This is an optimization exercise on Yosys and OpenROAD, whose aim is small area and a short achievable clock period, not a production implementation. In this exercise RTL edits were held to simulation tests only and were not proved equivalent to the original. No activity file was given, so power comes from the tool's default toggle rates.

==> job 5432 <==
==> flow/design.v (excerpt) <==
module m6502_org (clk,
   addr,
   dataenb,
   datai,
   datao,
   irq_n,
   nmi_n,
   sob_n,
   res_n,
   rdy,
   vpa,
   sync,
   we_n
   );
==> module m6502alu, before the edit <==
module m6502alu (clk,
   datai,
   datao,
   alu_ctl,
   alu_ctl_nx,
   alu_ld,
   alu2op,
   alu_out);
input   clk;
input   [7:0] datai;
input   [7:0] datao;
input   [11:0] alu_ctl;
input   [11:0] alu_ctl_nx;    
input   [2:0] alu_ld;
output  [5:0] alu2op;
output  [7:0] alu_out;
reg     [7:0] jreg;
reg     [7:0] kreg;
reg     [7:0] bx;      
function [7:0] addb;
   input [11:0] ctl;
   input [7:0]  k;
   reg   [7:0]  b;
   begin
      b = ctl[7:6] == 2'b00 ? 8'h00 :
          ctl[7:6] == 2'b01 ? {{7{k[7]}}, 1'b1} : k;
      addb = b ^ {8{ctl[0]}};
   end
endfunction
wire [7:0] kreg_nx = alu_ld[2] ? datai : kreg;
always @(posedge clk) begin
   if (alu_ld[0] | alu_ld[1])
      jreg <= alu_ld[0] ? datai : datao;
   kreg <= kreg_nx;
   bx   <= addb(alu_ctl_nx, kreg_nx);
end
wire       sub    = alu_ctl[0];
wire       cin    = alu_ctl[4];
wire       bcd_en = alu_ctl[3];
wire [1:0] bsel   = alu_ctl[7:6];
wire       addbcd = bcd_en & ~sub;
wire       subbcd = bcd_en & sub;
wire [4:0] lo_sum = {1'b0, jreg[3:0]} + {1'b0, bx[3:0]} + {4'b0, cin};
wire [3:0] sl = lo_sum[3:0];
wire       c4 = lo_sum[4];           
wire       sl_ge10 = sl[3] & (sl[2] | sl[1]);
wire [3:0] lo_b = subbcd & ~c4 ? 4'b1010 :
                  addbcd & (c4 | sl_ge10) ? 4'b0110 : 4'b0000;
wire [3:0] out_lo = sl + lo_b;
wire       cin4l = addbcd & sl_ge10;
function [5:0] hi_bcd;    
   input [3:0] j;
   input [3:0] b;
   input       k;         
   input       m;         
   input       aen;       
   input       sen;       
   reg   [4:0] hs;
   reg         hadj, hadj_sub;
   reg   [3:0] hb;
   reg   [4:0] hf;
   begin
      hs       = {1'b0, j} + {1'b0, b} + {4'b0, k};
      hadj     = aen & (hs[4] | hs[3] & (hs[2] | hs[1] | m & hs[0]));
      hadj_sub = sen & ~hs[4];
      hb       = hadj_sub ? 4'b1010 : hadj ? 4'b0110 : 4'b0000;
      hf       = {1'b0, hs[3:0]} + {1'b0, hb} + {4'b0, m};
      hi_bcd   = {hs[4], hs[4] | hf[4] & ~hadj_sub, hf[3:0]};
   end
endfunction
wire [5:0] h00 = hi_bcd(jreg[7:4], bx[7:4], 1'b0, 1'b0, addbcd, subbcd);
wire [5:0] h01 = hi_bcd(jreg[7:4], bx[7:4], 1'b0, 1'b1, addbcd, subbcd);
wire [5:0] h10 = hi_bcd(jreg[7:4], bx[7:4], 1'b1, 1'b0, addbcd, subbcd);
wire [5:0] h11 = hi_bcd(jreg[7:4], bx[7:4], 1'b1, 1'b1, addbcd, subbcd);
wire [5:0] hsel = c4 ? (cin4l ? h11 : h10) : (cin4l ? h01 : h00);
wire [3:0] out_hi   = hsel[3:0];
wire       bcd_cout = hsel[4];
wire [4:0] hb0 = {1'b0, jreg[7:4]} + {1'b0, bx[7:4]};
wire [4:0] hb1 = {1'b0, jreg[7:4]} + {1'b0, bx[7:4]} + 5'd1;
wire       add_cout = c4 ? hb1[4] : hb0[4];
wire       add_out7 = c4 ? hb1[3] : hb0[3];
wire [7:0] dcd = 8'b1 << alu_ctl[10:8];
wire [7:0] log_b_preinv = bsel == 2'b00 ? 8'h00 :
                          bsel == 2'b01 ? dcd : kreg;
wire [7:0] log_b = alu_ctl[11] ? ~log_b_preinv : log_b_preinv;
wire [2:0] log_ctl = alu_ctl[2:0];
wire [7:0] log_out = log_ctl == 3'b010 ? {jreg[6:0], cin} :
                     log_ctl == 3'b011 ? {cin, jreg[7:1]} :
                     log_ctl == 3'b100 ? jreg & log_b :
                     log_ctl == 3'b101 ? jreg | log_b :
                     log_ctl == 3'b110 ? jreg ^ log_b :
                     ~jreg & log_b;
wire log_cout = log_ctl == 3'b010 ? jreg[7] : jreg[0];
wire arith = alu_ctl[2:1] == 2'b00;
wire [7:0] alu_outl = alu_ctl[5] ? 8'h00 :
                      arith ? {out_hi, out_lo} : log_out;
assign alu_out = alu_outl;
wire alu_cout  = arith ? bcd_cout : log_cout;
wire z_flag    = alu_outl == 8'h00;
wire n_flag    = alu_outl[7];
wire v_flag    = (~sub ^ jreg[7] ^ kreg[7]) & (add_out7 ^ jreg[7]);
wire bra_carry = add_cout ^ kreg[7] ^ (&jreg);
assign alu2op = {n_flag, v_flag, add_cout, bra_carry, z_flag, alu_cout};
endmodule  
clock: 10.0 ns
lec_check: 0
abc_area: 1
cap_margin: 20
core_margin: 2
core_utilization: 40
place_density: 0.6
setup_slack_margin: 4
slew_margin: 20
run.sh (not shown) runs the stock make flow with config.mk's settings and CLKGATE_MAP_FILE= SYNTH_SCRIPT=/design/flow/synth_recipe.tcl, a recipe that flattens the netlist after the stock synthesis.
==> inputs of job 5652, as changes to job 5432 <==
--- a/flow/design.v
+++ b/flow/design.v
@@ -462,18 +462,32 @@
 wire       subbcd = bcd_en & sub;
-wire [4:0] lo_sum = {1'b0, jreg[3:0]} + {1'b0, bx[3:0]} + {4'b0, cin};
-wire [3:0] sl = lo_sum[3:0];
-wire       c4 = lo_sum[4];           
+wire [7:0] p = jreg ^ bx;
+wire [7:0] g = jreg & bx;
+wire c1 = g[0] | p[0] & cin;
+wire c2 = g[1] | p[1] & g[0] | p[1] & p[0] & cin;
+wire c3 = g[2] | p[2] & g[1] | p[2] & p[1] & g[0] | p[2] & p[1] & p[0] & cin;
+wire c4 = g[3] | p[3] & g[2] | p[3] & p[2] & g[1] | p[3] & p[2] & p[1] & g[0] |
+          p[3] & p[2] & p[1] & p[0] & cin;           
+wire [3:0] sl = p[3:0] ^ {c3, c2, c1, cin};
 wire       sl_ge10 = sl[3] & (sl[2] | sl[1]);
-wire [3:0] lo_b = subbcd & ~c4 ? 4'b1010 :
-                  addbcd & (c4 | sl_ge10) ? 4'b0110 : 4'b0000;
-wire [3:0] out_lo = sl + lo_b;
+wire lo_a6 = addbcd & (c4 | sl_ge10);
+wire lo_aa = subbcd & ~c4;
+wire [3:0] lo6 = {sl[3] ^ (sl[2] | sl[1]), ~(sl[2] ^ sl[1]), ~sl[1], sl[0]};
+wire [3:0] loa = {~(sl[3] ^ (sl[2] & sl[1])), sl[2] ^ sl[1], ~sl[1], sl[0]};
+wire [3:0] out_lo = lo_aa ? loa : lo_a6 ? lo6 : sl;
 wire       cin4l = addbcd & sl_ge10;
-function [5:0] hi_bcd;    
-   input [3:0] j;
-   input [3:0] b;
-   input       k;         
-   input       m;         
-   input       aen;       
-   input       sen;       
-   reg   [4:0] hs;
+wire h5g = g[4];
+wire h5p = p[4];
+wire h6g = g[5] | p[5] & g[4];
+wire h6p = p[5] & p[4];
+wire h7g = g[6] | p[6] & g[5] | p[6] & p[5] & g[4];
+wire h7p = p[6] & p[5] & p[4];
+wire h8g = g[7] | p[7] & g[6] | p[7] & p[6] & g[5] | p[7] & p[6] & p[5] & g[4];
+wire h8p = p[7] & p[6] & p[5] & p[4];
+wire [4:0] hs0 = {h8g,       p[7:4] ^ {h7g, h6g, h5g, 1'b0}};
+wire [4:0] hs1 = {h8g | h8p, p[7:4] ^ {h7g | h7p, h6g | h6p, h5g | h5p, 1'b1}};
+function [4:0] hi_bcd;    
+   input [4:0] hs;
+   input       m;
+   input       aen;
+   input       sen;
    reg         hadj, hadj_sub;
@@ -482,3 +496,2 @@
    begin
-      hs       = {1'b0, j} + {1'b0, b} + {4'b0, k};
       hadj     = aen & (hs[4] | hs[3] & (hs[2] | hs[1] | m & hs[0]));
@@ -487,16 +500,14 @@
       hf       = {1'b0, hs[3:0]} + {1'b0, hb} + {4'b0, m};
-      hi_bcd   = {hs[4], hs[4] | hf[4] & ~hadj_sub, hf[3:0]};
+      hi_bcd   = {hs[4] | hf[4] & ~hadj_sub, hf[3:0]};
    end
 endfunction
-wire [5:0] h00 = hi_bcd(jreg[7:4], bx[7:4], 1'b0, 1'b0, addbcd, subbcd);
-wire [5:0] h01 = hi_bcd(jreg[7:4], bx[7:4], 1'b0, 1'b1, addbcd, subbcd);
-wire [5:0] h10 = hi_bcd(jreg[7:4], bx[7:4], 1'b1, 1'b0, addbcd, subbcd);
-wire [5:0] h11 = hi_bcd(jreg[7:4], bx[7:4], 1'b1, 1'b1, addbcd, subbcd);
-wire [5:0] hsel = c4 ? (cin4l ? h11 : h10) : (cin4l ? h01 : h00);
+wire [4:0] h00 = hi_bcd(hs0, 1'b0, addbcd, subbcd);
+wire [4:0] h01 = hi_bcd(hs0, 1'b1, addbcd, subbcd);
+wire [4:0] h10 = hi_bcd(hs1, 1'b0, addbcd, subbcd);
+wire [4:0] h11 = hi_bcd(hs1, 1'b1, addbcd, subbcd);
+wire [4:0] hsel = c4 ? (cin4l ? h11 : h10) : (cin4l ? h01 : h00);
 wire [3:0] out_hi   = hsel[3:0];
 wire       bcd_cout = hsel[4];
-wire [4:0] hb0 = {1'b0, jreg[7:4]} + {1'b0, bx[7:4]};
-wire [4:0] hb1 = {1'b0, jreg[7:4]} + {1'b0, bx[7:4]} + 5'd1;
-wire       add_cout = c4 ? hb1[4] : hb0[4];
-wire       add_out7 = c4 ? hb1[3] : hb0[3];
+wire       add_cout = c4 ? hs1[4] : hs0[4];
+wire       add_out7 = c4 ? hs1[3] : hs0[3];
 wire [7:0] dcd = 8'b1 << alu_ctl[10:8];
==> inputs of job 6068, as changes to job 5432 <==
--- a/flow/design.v
+++ b/flow/design.v
@@ -462,18 +462,32 @@
 wire       subbcd = bcd_en & sub;
-wire [4:0] lo_sum = {1'b0, jreg[3:0]} + {1'b0, bx[3:0]} + {4'b0, cin};
-wire [3:0] sl = lo_sum[3:0];
-wire       c4 = lo_sum[4];           
+wire [7:0] p = jreg ^ bx;
+wire [7:0] g = jreg & bx;
+wire c1 = g[0] | p[0] & cin;
+wire c2 = g[1] | p[1] & g[0] | p[1] & p[0] & cin;
+wire c3 = g[2] | p[2] & g[1] | p[2] & p[1] & g[0] | p[2] & p[1] & p[0] & cin;
+wire c4 = g[3] | p[3] & g[2] | p[3] & p[2] & g[1] | p[3] & p[2] & p[1] & g[0] |
+          p[3] & p[2] & p[1] & p[0] & cin;           
+wire [3:0] sl = p[3:0] ^ {c3, c2, c1, cin};
 wire       sl_ge10 = sl[3] & (sl[2] | sl[1]);
-wire [3:0] lo_b = subbcd & ~c4 ? 4'b1010 :
-                  addbcd & (c4 | sl_ge10) ? 4'b0110 : 4'b0000;
-wire [3:0] out_lo = sl + lo_b;
+wire lo_a6 = addbcd & (c4 | sl_ge10);
+wire lo_aa = subbcd & ~c4;
+wire [3:0] lo6 = {sl[3] ^ (sl[2] | sl[1]), ~(sl[2] ^ sl[1]), ~sl[1], sl[0]};
+wire [3:0] loa = {~(sl[3] ^ (sl[2] & sl[1])), sl[2] ^ sl[1], ~sl[1], sl[0]};
+wire [3:0] out_lo = lo_aa ? loa : lo_a6 ? lo6 : sl;
 wire       cin4l = addbcd & sl_ge10;
-function [5:0] hi_bcd;    
-   input [3:0] j;
-   input [3:0] b;
-   input       k;         
-   input       m;         
-   input       aen;       
-   input       sen;       
-   reg   [4:0] hs;
+wire h5g = g[4];
+wire h5p = p[4];
+wire h6g = g[5] | p[5] & g[4];
+wire h6p = p[5] & p[4];
+wire h7g = g[6] | p[6] & g[5] | p[6] & p[5] & g[4];
+wire h7p = p[6] & p[5] & p[4];
+wire h8g = g[7] | p[7] & g[6] | p[7] & p[6] & g[5] | p[7] & p[6] & p[5] & g[4];
+wire h8p = p[7] & p[6] & p[5] & p[4];
+wire [4:0] hs0 = {h8g,       p[7:4] ^ {h7g, h6g, h5g, 1'b0}};
+wire [4:0] hs1 = {h8g | h8p, p[7:4] ^ {h7g | h7p, h6g | h6p, h5g | h5p, 1'b1}};
+function [4:0] hi_bcd;    
+   input [4:0] hs;
+   input       m;
+   input       aen;
+   input       sen;
    reg         hadj, hadj_sub;
@@ -482,3 +496,2 @@
    begin
-      hs       = {1'b0, j} + {1'b0, b} + {4'b0, k};
       hadj     = aen & (hs[4] | hs[3] & (hs[2] | hs[1] | m & hs[0]));
@@ -487,16 +500,14 @@
       hf       = {1'b0, hs[3:0]} + {1'b0, hb} + {4'b0, m};
-      hi_bcd   = {hs[4], hs[4] | hf[4] & ~hadj_sub, hf[3:0]};
+      hi_bcd   = {hs[4] | hf[4] & ~hadj_sub, hf[3:0]};
    end
 endfunction
-wire [5:0] h00 = hi_bcd(jreg[7:4], bx[7:4], 1'b0, 1'b0, addbcd, subbcd);
-wire [5:0] h01 = hi_bcd(jreg[7:4], bx[7:4], 1'b0, 1'b1, addbcd, subbcd);
-wire [5:0] h10 = hi_bcd(jreg[7:4], bx[7:4], 1'b1, 1'b0, addbcd, subbcd);
-wire [5:0] h11 = hi_bcd(jreg[7:4], bx[7:4], 1'b1, 1'b1, addbcd, subbcd);
-wire [5:0] hsel = c4 ? (cin4l ? h11 : h10) : (cin4l ? h01 : h00);
+wire [4:0] h00 = hi_bcd(hs0, 1'b0, addbcd, subbcd);
+wire [4:0] h01 = hi_bcd(hs0, 1'b1, addbcd, subbcd);
+wire [4:0] h10 = hi_bcd(hs1, 1'b0, addbcd, subbcd);
+wire [4:0] h11 = hi_bcd(hs1, 1'b1, addbcd, subbcd);
+wire [4:0] hsel = c4 ? (cin4l ? h11 : h10) : (cin4l ? h01 : h00);
 wire [3:0] out_hi   = hsel[3:0];
 wire       bcd_cout = hsel[4];
-wire [4:0] hb0 = {1'b0, jreg[7:4]} + {1'b0, bx[7:4]};
-wire [4:0] hb1 = {1'b0, jreg[7:4]} + {1'b0, bx[7:4]} + 5'd1;
-wire       add_cout = c4 ? hb1[4] : hb0[4];
-wire       add_out7 = c4 ? hb1[3] : hb0[3];
+wire       add_cout = c4 ? hs1[4] : hs0[4];
+wire       add_out7 = c4 ? hs1[3] : hs0[3];
 wire [7:0] dcd = 8'b1 << alu_ctl[10:8];
==> flow/flow/run.sh (new file) <==
#!/bin/bash
set -e
cp standard.sh standard_copy.sh.txt
export BUFFER_PORTS_ARGS="-buffer_cell sky130_fd_sc_hd__buf_4"
bash standard.sh > standard.log 2>&1
==> flow/standard.sh (new file) <==
#!/bin/bash
# synth_recipe.tcl (not shown) runs the flow's synth.tcl, then flattens the netlist and writes it again
# the make line also repeats each setting of config.mk as NAME=value (left out here)
make -C /OpenROAD-flow-scripts/flow DESIGN_CONFIG=/design/flow/config.mk WORK_HOME=/design/flow/orfs CLKGATE_MAP_FILE= SYNTH_SCRIPT=/design/flow/synth_recipe.tcl "${@:-finish}"
removed: flow/run.sh
==> metrics.md <==
| Metric | Value |
|---|---|
| Status | no timing/DRC/antenna violations |
| # rows | 64 |
| Filler cells | 3133 |
| Logic pwr share | 56.9% |
| Synth Cell Area | 12410 um2 |
| Wirelength per Cell | 22.59 um |
| Cell count along the critical path | 27 |
| Worst slew margin | 28.13% |
| Commonest non-fill, non-tap cells in the layout | nand2_1 (473), inv_1 (210), nor2_1 (176) |
| Met2 usage | 52.55% |
| Sequential share of the synthesized area | 30.64% |
Source of the figures above: job 5652

==> metrics.md <==
| Metric | Value |
|---|---|
| Commonest non-fill, non-tap cells in the layout | nand2_1 (482), inv_1 (228), nor2_1 (190) |
| Worst slew margin | 21.93% |
| Wirelength per Cell | 22.28 um |
| RSZ-0062 raised after global routing | yes |
| Cell count along the critical path | 23 |
| Synth Cell Area | 12630 um2 |
| Sequential share of the synthesized area | 30.10% |
| Filler cells | 3216 |
| # rows | 65 |
| Status | no timing/DRC/antenna violations |
Source of the figures above: job 5432

==> metrics.md <==
| Metric | Value |
|---|---|
| Status | no timing/DRC/antenna violations |
| Filler cells | 3175 |
| Sequential share of the synthesized area | 30.64% |
| Logic pwr share | 54.6% |
| Cell count along the critical path | 22 |
| Wirelength per Cell | 22.24 um |
| Synth Cell Area | 12410 um2 |
Source of the figures above: job 6068

[what the ideal ports hide]
The results above use ideal ports. As a check the final layouts listed here were re-extracted and re-timed, cells and wires unchanged.
Step 1, drivers: a clkbuf_16 drives clk and a buf_2 each remaining input, both assumed.
Step 2 also shifts input and output timing later by t, the mid clock arrival at the registers, as if the neighbouring blocks saw the same clock.
a / b / c = ideal ports / drivers / drivers and shift; a / b = the first two.
| run | t, ns | setup WS [ns] | cell pins on the clock port's net |
|---|---|---|---|
| job 5432 | 0.490 | 3.795 / 3.743 / 4.234 | 1 |
| job 5652 | 0.501 | 3.803 / 3.751 / 4.252 | 1 |
| job 6068 | 0.489 | 3.960 / 3.907 / 4.396 | 1 |
After both steps setup and hold are still met in every run listed.
